From an optimization exercise on the open Yosys and OpenROAD flow, aimed at small area, a short achievable clock period and few clock cycles per item; shortcuts taken in it are not production practice.
Only simulation tests tie the RTL to the original design; equivalence was not proved.
Power figures rest on the tool's default switching activity, not on a simulated workload.

Setup of run 1:
==> module sha1_exec, before the edit <==
module sha1_exec(clk, reset, start, data_in, load_in, cv,
  use_prev_cv, busy, out_valid, cv_next);
   input clk, reset;
   input start;
   input [31:0] data_in;
   input load_in;
   input [159:0] cv;
   input use_prev_cv;
   output        busy;
   output        out_valid;
   output [159:0] cv_next;
   reg            run;         
   reg [6:0]      e;           
   reg            feed_q;      
   reg            lost_q;      
   reg            have16;      
   reg            valid_q;
   reg            is0, is1, le15, ring_q, ysel_q, last_q;
   reg            g0, g1, g2, g3;   
   reg            q1, q0, x12;      
   wire           start_nc = start & ~use_prev_cv;
   wire           step = is0 | (le15 ? feed_q : run);
   wire           pre = is0 | (is1 & ~feed_q & ~run);
   wire           stall = ~run & ~is0 & ~is1 & ~(le15 & feed_q);
   wire           start_rp = start & (~use_prev_cv | lost_q | stall);
   wire [6:0]     e_adv = step ? e + 7'd1 : e;
   wire           zero = reset | start_rp | last_q;
   wire [6:0]     e_n = zero ? 7'd0 : e_adv;
   always @(posedge clk) begin
      e       <= e_n;
      is0     <= zero | (e_adv == 7'd0);
      is1     <= ~zero & (e_adv == 7'd1);
      le15    <= zero | (e_adv <= 7'd15);
      ring_q  <= ~zero & (e_adv >= 7'd78);
      ysel_q  <= ~zero & (e_adv >= 7'd81);
      last_q  <= ~zero & (e_adv == 7'd82);
      g0      <= zero | (e_adv <= 7'd20);
      g1      <= ~zero & (e_adv >= 7'd21) & (e_adv <= 7'd40);
      g2      <= ~zero & (e_adv >= 7'd41) & (e_adv <= 7'd60);
      g3      <= ~zero & (e_adv >= 7'd61);
      q1      <= ~zero & (e_adv >= 7'd41);
      q0      <= ~zero & (((e_adv >= 7'd21) & (e_adv <= 7'd40)) | (e_adv >= 7'd61));
      x12     <= ~zero & (e_adv >= 7'd21) & (e_adv <= 7'd60);
      if (reset) begin
         run     <= 1'b0;
         feed_q  <= 1'b0;
         lost_q  <= 1'b0;
         have16  <= 1'b0;
         valid_q <= 1'b0;
      end else begin
         run     <= start | (run & ~last_q);
         feed_q  <= load_in | (run & le15);
         lost_q  <= ~is0 & (lost_q | stall);
         have16  <= ~start & ~run & ~le15 & (feed_q | have16);
         valid_q <= last_q;
      end
   end
   assign out_valid = valid_q;
   assign busy = ~valid_q;
   reg [479:0]    wv;
   reg [31:0]     dq;
   wire [31:0]    wx = wv[479:448] ^ wv[415:384] ^ wv[223:192] ^ wv[63:32];
   wire [31:0]    wgen = {wx[30:0], wx[31]};
   wire           push = run | (feed_q & le15);
   wire           dq_hold = ~run & ~le15 & (feed_q | have16);
   always @(posedge clk) begin
      if (push)
        wv <= {wv[447:0], dq};
      if (~dq_hold)
        dq <= run ? (le15 ? wv[479:448] : wgen) : data_in;
   end
   wire [31:0]    wt = dq;
   reg [159:0]    h_q;
   wire [31:0]    h0 = h_q[159:128];
   wire [31:0]    h1 = h_q[127:96];
   wire [31:0]    h2 = h_q[95:64];
   wire [31:0]    h3 = h_q[63:32];
   wire [31:0]    h4 = h_q[31:0];
   reg [31:0]     a, b, c, d, F, P;
   wire [31:0]    b30 = {b[1:0], b[31:2]};
   wire [31:0]    fch  = (a & b30) | (~a & c);
   wire [31:0]    fpar = a ^ b30 ^ c;
   wire [31:0]    fmaj = (a & b30) | (a & c) | (b30 & c);
   wire [31:0]    f = g0 ? fch : (g2 ? fmaj : fpar);
   wire [31:0]    K = {q1, ~g2, g1, g0, 1'b1, x12, 1'b1, g2,
                      ~q1, q0, g3, x12, x12, 1'b0, ~g1, x12,
                      ~g0, ~g2, ~g3, ~q0, ~g3, g2, g1, ~g2,
                      1'b1, q1, g1, ~g1, ~q0, q1, g3, ~q1};
   wire [31:0]    p_n;
   sha1_add3 add_p (.x(d), .y(wt), .z(K), .s(p_n));
   wire [31:0]    a_sum;
   sha1_add3 add_a (.x({a[26:0], a[31:27]}), .y(F), .z(P), .s(a_sum));
   always @(posedge clk) begin
      if (pre) begin
         a <= h1;
         b <= {h2[29:0], h2[31:30]};
         c <= h3;
         d <= h4;
      end else begin
         a <= is1 ? h0 : a_sum;
         b <= a;
         c <= b30;
         d <= c;
      end
      F <= f;
      P <= p_n;
   end
   wire [31:0]    y = ysel_q ? a : {a[1:0], a[31:2]};
   wire [31:0]    r_sum;
   sha1_add2 add_r (.x(h4), .y(y), .s(r_sum));
   always @(posedge clk)
     if (start_nc | ring_q)
       h_q <= ring_q ? {r_sum, h0, h1, h2, h3} : cv;
   assign cv_next = h_q;
endmodule  
==> flow/config.mk <==
export PLATFORM = sky130hd
export DESIGN_NAME = sha1_exec
export DESIGN_NICKNAME = sha1_exec
export VERILOG_FILES = /design/flow/design.v
export SDC_FILE = /design/flow/constraint.sdc
export NUM_CORES = 4
export LEC_CHECK = 0
export ABC_AREA = 1
export CAP_MARGIN = 20
export CORE_MARGIN = 2
export CORE_UTILIZATION = 40
export CTS_CLUSTER_DIAMETER = 150
export CTS_CLUSTER_SIZE = 25
export PLACE_DENSITY = 0.72
export SETUP_SLACK_MARGIN = 5
export SLEW_MARGIN = 20
==> flow/constraint.sdc <==
create_clock -name core_clock -period 8.0 [get_ports {clk}]
set_input_delay 1.6000 -clock core_clock [delete_from_list [all_inputs] [get_ports {clk}]]
set_output_delay 1.6000 -clock core_clock [all_outputs]
set_load 0.01 [all_outputs]
standard.sh (not shown) runs the stock make flow with config.mk's settings and CLKGATE_MAP_FILE= SYNTH_SCRIPT=/design/flow/synth_recipe.tcl, a recipe that flattens the netlist after the stock synthesis.
==> flow/flow/run.sh <==
#!/bin/bash
# Layout flow: the standard ORFS flow (standard.sh, unchanged synthesis),
# with the input/output port buffers inserted as buf_1 instead of ORFS's
# default pick (the resizer upsizes them where timing needs it), and clock
# tree synthesis without dummy loads.
# The make output goes to flow_make.log here; each ORFS step keeps its own
# log under orfs/logs/.
set -euo pipefail
export BUFFER_PORTS_ARGS="-buffer_cell sky130_fd_sc_hd__buf_1"
export CTS_ARGS="-sink_clustering_enable -repair_clock_nets -sink_clustering_size 25 -sink_clustering_max_diameter 150 -dont_use_dummy_load"
bash standard.sh finish > flow_make.log 2>&1
Testbench counts of run 1, summed over its fixed seeds: cycles 33,416, blocks 384.
Changes in run 2 relative to run 1:
diff --git a/flow/design.v b/flow/design.v
--- a/flow/design.v
+++ b/flow/design.v
@@ -83,11 +83,11 @@
    reg [6:0]      e;           
    reg            feed_q;      
    reg            lost_q;      
    reg            have16;      
    reg            valid_q;
-   reg            is0, is1, le15, ring_q, ysel_q, last_q;
+   reg            is0, is1, le15, ring_q, last_q, fold_q;
    reg            g0, g1, g2, g3;   
    reg            q1, q0, x12;      
    wire           start_nc = start & ~use_prev_cv;
    wire           step = is0 | (le15 ? feed_q : run);
    wire           pre = is0 | (is1 & ~feed_q & ~run);
@@ -99,13 +99,13 @@
    always @(posedge clk) begin
       e       <= e_n;
       is0     <= zero | (e_adv == 7'd0);
       is1     <= ~zero & (e_adv == 7'd1);
       le15    <= zero | (e_adv <= 7'd15);
-      ring_q  <= ~zero & (e_adv >= 7'd78);
-      ysel_q  <= ~zero & (e_adv >= 7'd81);
-      last_q  <= ~zero & (e_adv == 7'd82);
+      ring_q  <= ~zero & (e_adv >= 7'd77);
+      last_q  <= ~zero & (e_adv == 7'd81);
+      fold_q  <= ~zero & (e_adv == 7'd79);
       g0      <= zero | (e_adv <= 7'd20);
       g1      <= ~zero & (e_adv >= 7'd21) & (e_adv <= 7'd40);
       g2      <= ~zero & (e_adv >= 7'd41) & (e_adv <= 7'd60);
       g3      <= ~zero & (e_adv >= 7'd61);
       q1      <= ~zero & (e_adv >= 7'd41);
@@ -160,26 +160,27 @@
    sha1_add3 add_p (.x(d), .y(wt), .z(K), .s(p_n));
    wire [31:0]    a_sum;
    sha1_add3 add_a (.x({a[26:0], a[31:27]}), .y(F), .z(P), .s(a_sum));
    always @(posedge clk) begin
       if (pre) begin
-         a <= h1;
-         b <= {h2[29:0], h2[31:30]};
-         c <= h3;
-         d <= h4;
+         a <= h0;
+         b <= {h1[29:0], h1[31:30]};
+         c <= h2;
+         d <= h3;
       end else begin
-         a <= is1 ? h0 : a_sum;
+         a <= is1 ? h4 : a_sum;
          b <= a;
          c <= b30;
-         d <= c;
+         d <= fold_q ? h1 : c;    
       end
       F <= f;
       P <= p_n;
    end
-   wire [31:0]    y = ysel_q ? a : {a[1:0], a[31:2]};
+   wire [31:0]    y = last_q ? a : {a[1:0], a[31:2]};
    wire [31:0]    r_sum;
    sha1_add2 add_r (.x(h4), .y(y), .s(r_sum));
    always @(posedge clk)
      if (start_nc | ring_q)
-       h_q <= ring_q ? {r_sum, h0, h1, h2, h3} : cv;
-   assign cv_next = h_q;
+       h_q <= ring_q ? {r_sum, h0, h1, h2, last_q ? a_sum : h3} :
+                       {cv[127:0], cv[159:128]};
+   assign cv_next = {h4, h0, h1, h2, h3};
 endmodule  
==> comparison <==
- In summary, run 2 completed successfully, with a layout that passed the timing, DRC and antenna checks.
- On run 2: synthesized net count is 85 higher than what run 1 gave.
- Simple logic cell fraction of the synthesized area (lower): run 2
- Per the comparison of run 2 with run 1, cell count now larger; measured slew at the worst slew-check pin now larger.
- The final reports for run 2 and run 1 show biggest fanout along the worst timing path higher in the former.
- Relative to run 1, run 2 improves worst hold slack.
Testbench counts of run 2, summed over its fixed seeds: cycles 33,032, blocks 384.

---

== v6 ==
The RTL this note starts from:
==> flow/design.v <==
module dffhr (d, r, clk, q);
  parameter WIDTH = 1;
  input 			r;
  input 			clk;
  input 	[WIDTH-1:0] 	d;
  output 	[WIDTH-1:0] 	q;
  reg 		[WIDTH-1:0] 	q;
  always @ (posedge clk) 
    if ( r ) 
      q <= {WIDTH{1'b0}};
    else
      q <= d;
endmodule  
module sha1_add2 (x, y, s);
   input [31:0]  x, y;
   output [31:0] s;
   wire [31:0] p0 = x ^ y;
   wire [31:0] g0 = x & y;
   wire [31:0] g1, p1, g2, p2, g3, p3, g4, p4, g5;
   genvar i;
   generate
      for (i = 0; i < 32; i = i + 1) begin : l1
         if (i < 1) begin
            assign g1[i] = g0[i];  assign p1[i] = p0[i];
         end else begin
            assign g1[i] = g0[i] | (p0[i] & g0[i-1]);
            assign p1[i] = p0[i] & p0[i-1];
         end
      end
      for (i = 0; i < 32; i = i + 1) begin : l2
         if (i < 2) begin
            assign g2[i] = g1[i];  assign p2[i] = p1[i];
         end else begin
            assign g2[i] = g1[i] | (p1[i] & g1[i-2]);
            assign p2[i] = p1[i] & p1[i-2];
         end
      end
      for (i = 0; i < 32; i = i + 1) begin : l3
         if (i < 4) begin
            assign g3[i] = g2[i];  assign p3[i] = p2[i];
         end else begin
            assign g3[i] = g2[i] | (p2[i] & g2[i-4]);
            assign p3[i] = p2[i] & p2[i-4];
         end
      end
      for (i = 0; i < 32; i = i + 1) begin : l4
         if (i < 8) begin
            assign g4[i] = g3[i];  assign p4[i] = p3[i];
         end else begin
            assign g4[i] = g3[i] | (p3[i] & g3[i-8]);
            assign p4[i] = p3[i] & p3[i-8];
         end
      end
      for (i = 0; i < 32; i = i + 1) begin : l5
         if (i < 16) begin
            assign g5[i] = g4[i];
         end else begin
            assign g5[i] = g4[i] | (p4[i] & g4[i-16]);
         end
      end
   endgenerate
   assign s = p0 ^ {g5[30:0], 1'b0};
endmodule
module sha1_add3 (x, y, z, s);
   input [31:0]  x, y, z;
   output [31:0] s;
   wire [31:0] cs_s = x ^ y ^ z;
   wire [31:0] cs_c = (x & y) | (x & z) | (y & z);
   sha1_add2 add (.x(cs_s), .y({cs_c[30:0], 1'b0}), .s(s));
endmodule
module sha1_exec(clk, reset, start, data_in, load_in, cv,
  use_prev_cv, busy, out_valid, cv_next);
   input clk, reset;
   input start;
   input [31:0] data_in;
   input load_in;
   input [159:0] cv;
   input use_prev_cv;
   output        busy;
   output        out_valid;
   output [159:0] cv_next;
   reg            run;         
   reg [6:0]      e;           
   reg            feed_q;      
   reg            valid_q, busy_q;
   reg            is0, is1, le15, ring_q, ysel_q, last_q;
   reg            g0, g1, g2, g3;   
   reg            q1, q0, x12;      
   wire           start_nc = start & ~use_prev_cv;
   wire           step = is0 | (le15 ? feed_q : run);
   wire [6:0]     e_adv = step ? e + 7'd1 : e;
   wire           zero = reset | start_nc | last_q;
   wire [6:0]     e_n = zero ? 7'd0 : e_adv;
   always @(posedge clk) begin
      e       <= e_n;
      is0     <= zero | (e_adv == 7'd0);
      is1     <= ~zero & (e_adv == 7'd1);
      le15    <= zero | (e_adv <= 7'd15);
      ring_q  <= ~zero & (e_adv >= 7'd78);
      ysel_q  <= ~zero & (e_adv >= 7'd81);
      last_q  <= ~zero & (e_adv == 7'd82);
      g0      <= zero | (e_adv <= 7'd20);
      g1      <= ~zero & (e_adv >= 7'd21) & (e_adv <= 7'd40);
      g2      <= ~zero & (e_adv >= 7'd41) & (e_adv <= 7'd60);
      g3      <= ~zero & (e_adv >= 7'd61);
      q1      <= ~zero & (e_adv >= 7'd41);
      q0      <= ~zero & (((e_adv >= 7'd21) & (e_adv <= 7'd40)) | (e_adv >= 7'd61));
      x12     <= ~zero & (e_adv >= 7'd21) & (e_adv <= 7'd60);
      if (reset) begin
         run     <= 1'b0;
         feed_q  <= 1'b0;
         have16  <= 1'b0;
         valid_q <= 1'b0;
         busy_q  <= 1'b1;
      end else begin
         run     <= start | (run & ~last_q);
         feed_q  <= load_in | (run & le15);
         have16  <= ~start & ~run & ~le15 & (feed_q | have16);
         valid_q <= last_q;
         busy_q  <= ~last_q;
      end
   end
   assign out_valid = valid_q;
   assign busy = busy_q;
   reg [479:0]    wv;
   reg [31:0]     dq;
   reg            have16;      
   wire [31:0]    wx = wv[479:448] ^ wv[415:384] ^ wv[223:192] ^ wv[63:32];
   wire [31:0]    wgen = {wx[30:0], wx[31]};
   wire           push = run | (feed_q & le15);
   wire           dq_hold = ~run & ~le15 & (feed_q | have16);
   always @(posedge clk) begin
      if (push)
        wv <= {wv[447:0], dq};
      if (~dq_hold)
        dq <= run ? (le15 ? wv[479:448] : wgen) : data_in;
   end
   wire [31:0]    wt = dq;
   reg [159:0]    h_q;
   wire [31:0]    h0 = h_q[159:128];
   wire [31:0]    h1 = h_q[127:96];
   wire [31:0]    h2 = h_q[95:64];
   wire [31:0]    h3 = h_q[63:32];
   wire [31:0]    h4 = h_q[31:0];
   reg [31:0]     a, b, c, d, F, P;
   wire [31:0]    b30 = {b[1:0], b[31:2]};
   wire [31:0]    fch  = (a & b30) | (~a & c);
   wire [31:0]    fpar = a ^ b30 ^ c;
   wire [31:0]    fmaj = (a & b30) | (a & c) | (b30 & c);
   wire [31:0]    f = g0 ? fch : (g2 ? fmaj : fpar);
   wire [31:0]    K = {q1, ~g2, g1, g0, 1'b1, x12, 1'b1, g2,
                      ~q1, q0, g3, x12, x12, 1'b0, ~g1, x12,
                      ~g0, ~g2, ~g3, ~q0, ~g3, g2, g1, ~g2,
                      1'b1, q1, g1, ~g1, ~q0, q1, g3, ~q1};
   wire [31:0]    p_n;
   sha1_add3 add_p (.x(d), .y(wt), .z(K), .s(p_n));
   wire [31:0]    a_sum;
   sha1_add3 add_a (.x({a[26:0], a[31:27]}), .y(F), .z(P), .s(a_sum));
   always @(posedge clk)
     if (step) begin
        if (is0) begin
           a <= h1;
           b <= {h2[29:0], h2[31:30]};
           c <= h3;
           d <= h4;
        end else begin
           a <= is1 ? h0 : a_sum;
           b <= a;
           c <= b30;
           d <= c;
        end
        F <= f;
        P <= p_n;
     end
   wire [31:0]    y = ysel_q ? a : {a[1:0], a[31:2]};
   wire [31:0]    r_sum;
   sha1_add2 add_r (.x(h4), .y(y), .s(r_sum));
   always @(posedge clk)
     if (start_nc | ring_q)
       h_q <= ring_q ? {r_sum, h0, h1, h2, h3} : cv;
   assign cv_next = h_q;
endmodule  
Settings: LEC_CHECK=0, ABC_AREA=1, CAP_MARGIN=20, CORE_MARGIN=2, CORE_UTILIZATION=40, CTS_CLUSTER_DIAMETER=150, CTS_CLUSTER_SIZE=25, SETUP_SLACK_MARGIN=5, SLEW_MARGIN=20; clock period 8.0 ns.
==> flow/flow/run.sh <==
#!/bin/bash
# Layout flow: the standard ORFS flow (standard.sh, unchanged synthesis),
# with the input/output port buffers inserted as buf_1 instead of ORFS's
# default pick; the resizer upsizes them where timing needs it.
# The make output goes to flow_make.log here; each ORFS step keeps its own
# log under orfs/logs/.
set -euo pipefail
export BUFFER_PORTS_ARGS="-buffer_cell sky130_fd_sc_hd__buf_1"
bash standard.sh finish > flow_make.log 2>&1
Testbench counts of v6, summed over its fixed seeds: cycles 33,416, blocks 384.
Here is what was changed in the inputs of v7 compared with v6.
diff --git a/flow/design.v b/flow/design.v
--- a/flow/design.v
+++ b/flow/design.v
@@ -15,5 +15,5 @@
    input [31:0]  x, y;
    output [31:0] s;
-   wire [31:0] p0 = x ^ y;
+   wire [31:0] p = x ^ y;
    wire [31:0] g0 = x & y;
    wire [31:0] g1, p1, g2, p2, g3, p3, g4, p4, g5;
@@ -21,44 +21,44 @@
    generate
       for (i = 0; i < 32; i = i + 1) begin : l1
-         if (i < 1) begin
-            assign g1[i] = g0[i];  assign p1[i] = p0[i];
+         if (i & 1) begin
+            assign g1[i] = g0[i] | (p[i] & g0[i-1]);
+            assign p1[i] = p[i] & p[i-1];
          end else begin
-            assign g1[i] = g0[i] | (p0[i] & g0[i-1]);
-            assign p1[i] = p0[i] & p0[i-1];
+            assign g1[i] = g0[i];  assign p1[i] = p[i];
          end
       end
       for (i = 0; i < 32; i = i + 1) begin : l2
-         if (i < 2) begin
+         if (i & 2) begin
+            assign g2[i] = g1[i] | (p1[i] & g1[((i >> 1) << 1) - 1]);
+            assign p2[i] = p1[i] & p1[((i >> 1) << 1) - 1];
+         end else begin
             assign g2[i] = g1[i];  assign p2[i] = p1[i];
-         end else begin
-            assign g2[i] = g1[i] | (p1[i] & g1[i-2]);
-            assign p2[i] = p1[i] & p1[i-2];
          end
       end
       for (i = 0; i < 32; i = i + 1) begin : l3
-         if (i < 4) begin
+         if (i & 4) begin
+            assign g3[i] = g2[i] | (p2[i] & g2[((i >> 2) << 2) - 1]);
+            assign p3[i] = p2[i] & p2[((i >> 2) << 2) - 1];
+         end else begin
             assign g3[i] = g2[i];  assign p3[i] = p2[i];
-         end else begin
-            assign g3[i] = g2[i] | (p2[i] & g2[i-4]);
-            assign p3[i] = p2[i] & p2[i-4];
          end
       end
       for (i = 0; i < 32; i = i + 1) begin : l4
-         if (i < 8) begin
+         if (i & 8) begin
+            assign g4[i] = g3[i] | (p3[i] & g3[((i >> 3) << 3) - 1]);
+            assign p4[i] = p3[i] & p3[((i >> 3) << 3) - 1];
+         end else begin
             assign g4[i] = g3[i];  assign p4[i] = p3[i];
-         end else begin
-            assign g4[i] = g3[i] | (p3[i] & g3[i-8]);
-            assign p4[i] = p3[i] & p3[i-8];
          end
       end
       for (i = 0; i < 32; i = i + 1) begin : l5
-         if (i < 16) begin
+         if (i & 16) begin
+            assign g5[i] = g4[i] | (p4[i] & g4[15]);
+         end else begin
             assign g5[i] = g4[i];
-         end else begin
-            assign g5[i] = g4[i] | (p4[i] & g4[i-16]);
          end
       end
    endgenerate
-   assign s = p0 ^ {g5[30:0], 1'b0};
+   assign s = p ^ {g5[30:0], 1'b0};
 endmodule
 module sha1_add3 (x, y, z, s);
Results
Both conditions hold for v7: the flow ran to the end and the final layout passed the timing, DRC and antenna checks. Final core utilization ends up lower on v7. A termination of the worst setup path of cv_next[146] is what v7 shows, while cv_next[27] belongs to v6. Synthesized area delta (v7 − v6): favourable. Looking at final period utilization, v7 sits below v6. Flip-flop and latch power on v7 is up relative to v6. v7 against v6; synthesized cell count is down by a little under 10%. Looking at top routing layer in use, the met5 result is from v7; the met4 one comes from v6.
Testbench counts of v7, summed over its fixed seeds: cycles 33,416, blocks 384.

afterwards: timing with drivers on the ports:
In the flow no input, the clock included, has a driving cell. The finished layouts below were timed again as built, in two steps. Step 1, drivers: a clkbuf_16 drives clk and a buf_2 each remaining input, both assumed. Step 2 also shifts input and output timing later by t, the mid clock arrival at the registers, as if the neighbouring blocks saw the same clock. Slacks: ideal ports / drivers / drivers and shift; pairs: ideal ports / drivers.
run	t, ns	slack for setup (ns)	worst setup path at the end
run 1	0.664	5.042 / 4.971 / 4.596	input to register
run 2	0.651	5.002 / 4.968 / 4.530	input to register
v6	0.706	4.994 / 4.920 / 4.488	input to register
v7	0.683	5.031 / 4.963 / 4.630	input to register
After both steps setup and hold are still met in every run listed. For v6, which loses most, drivers alone change the setup slack by -0.074 ns; drivers and shift together by -0.506 ns.
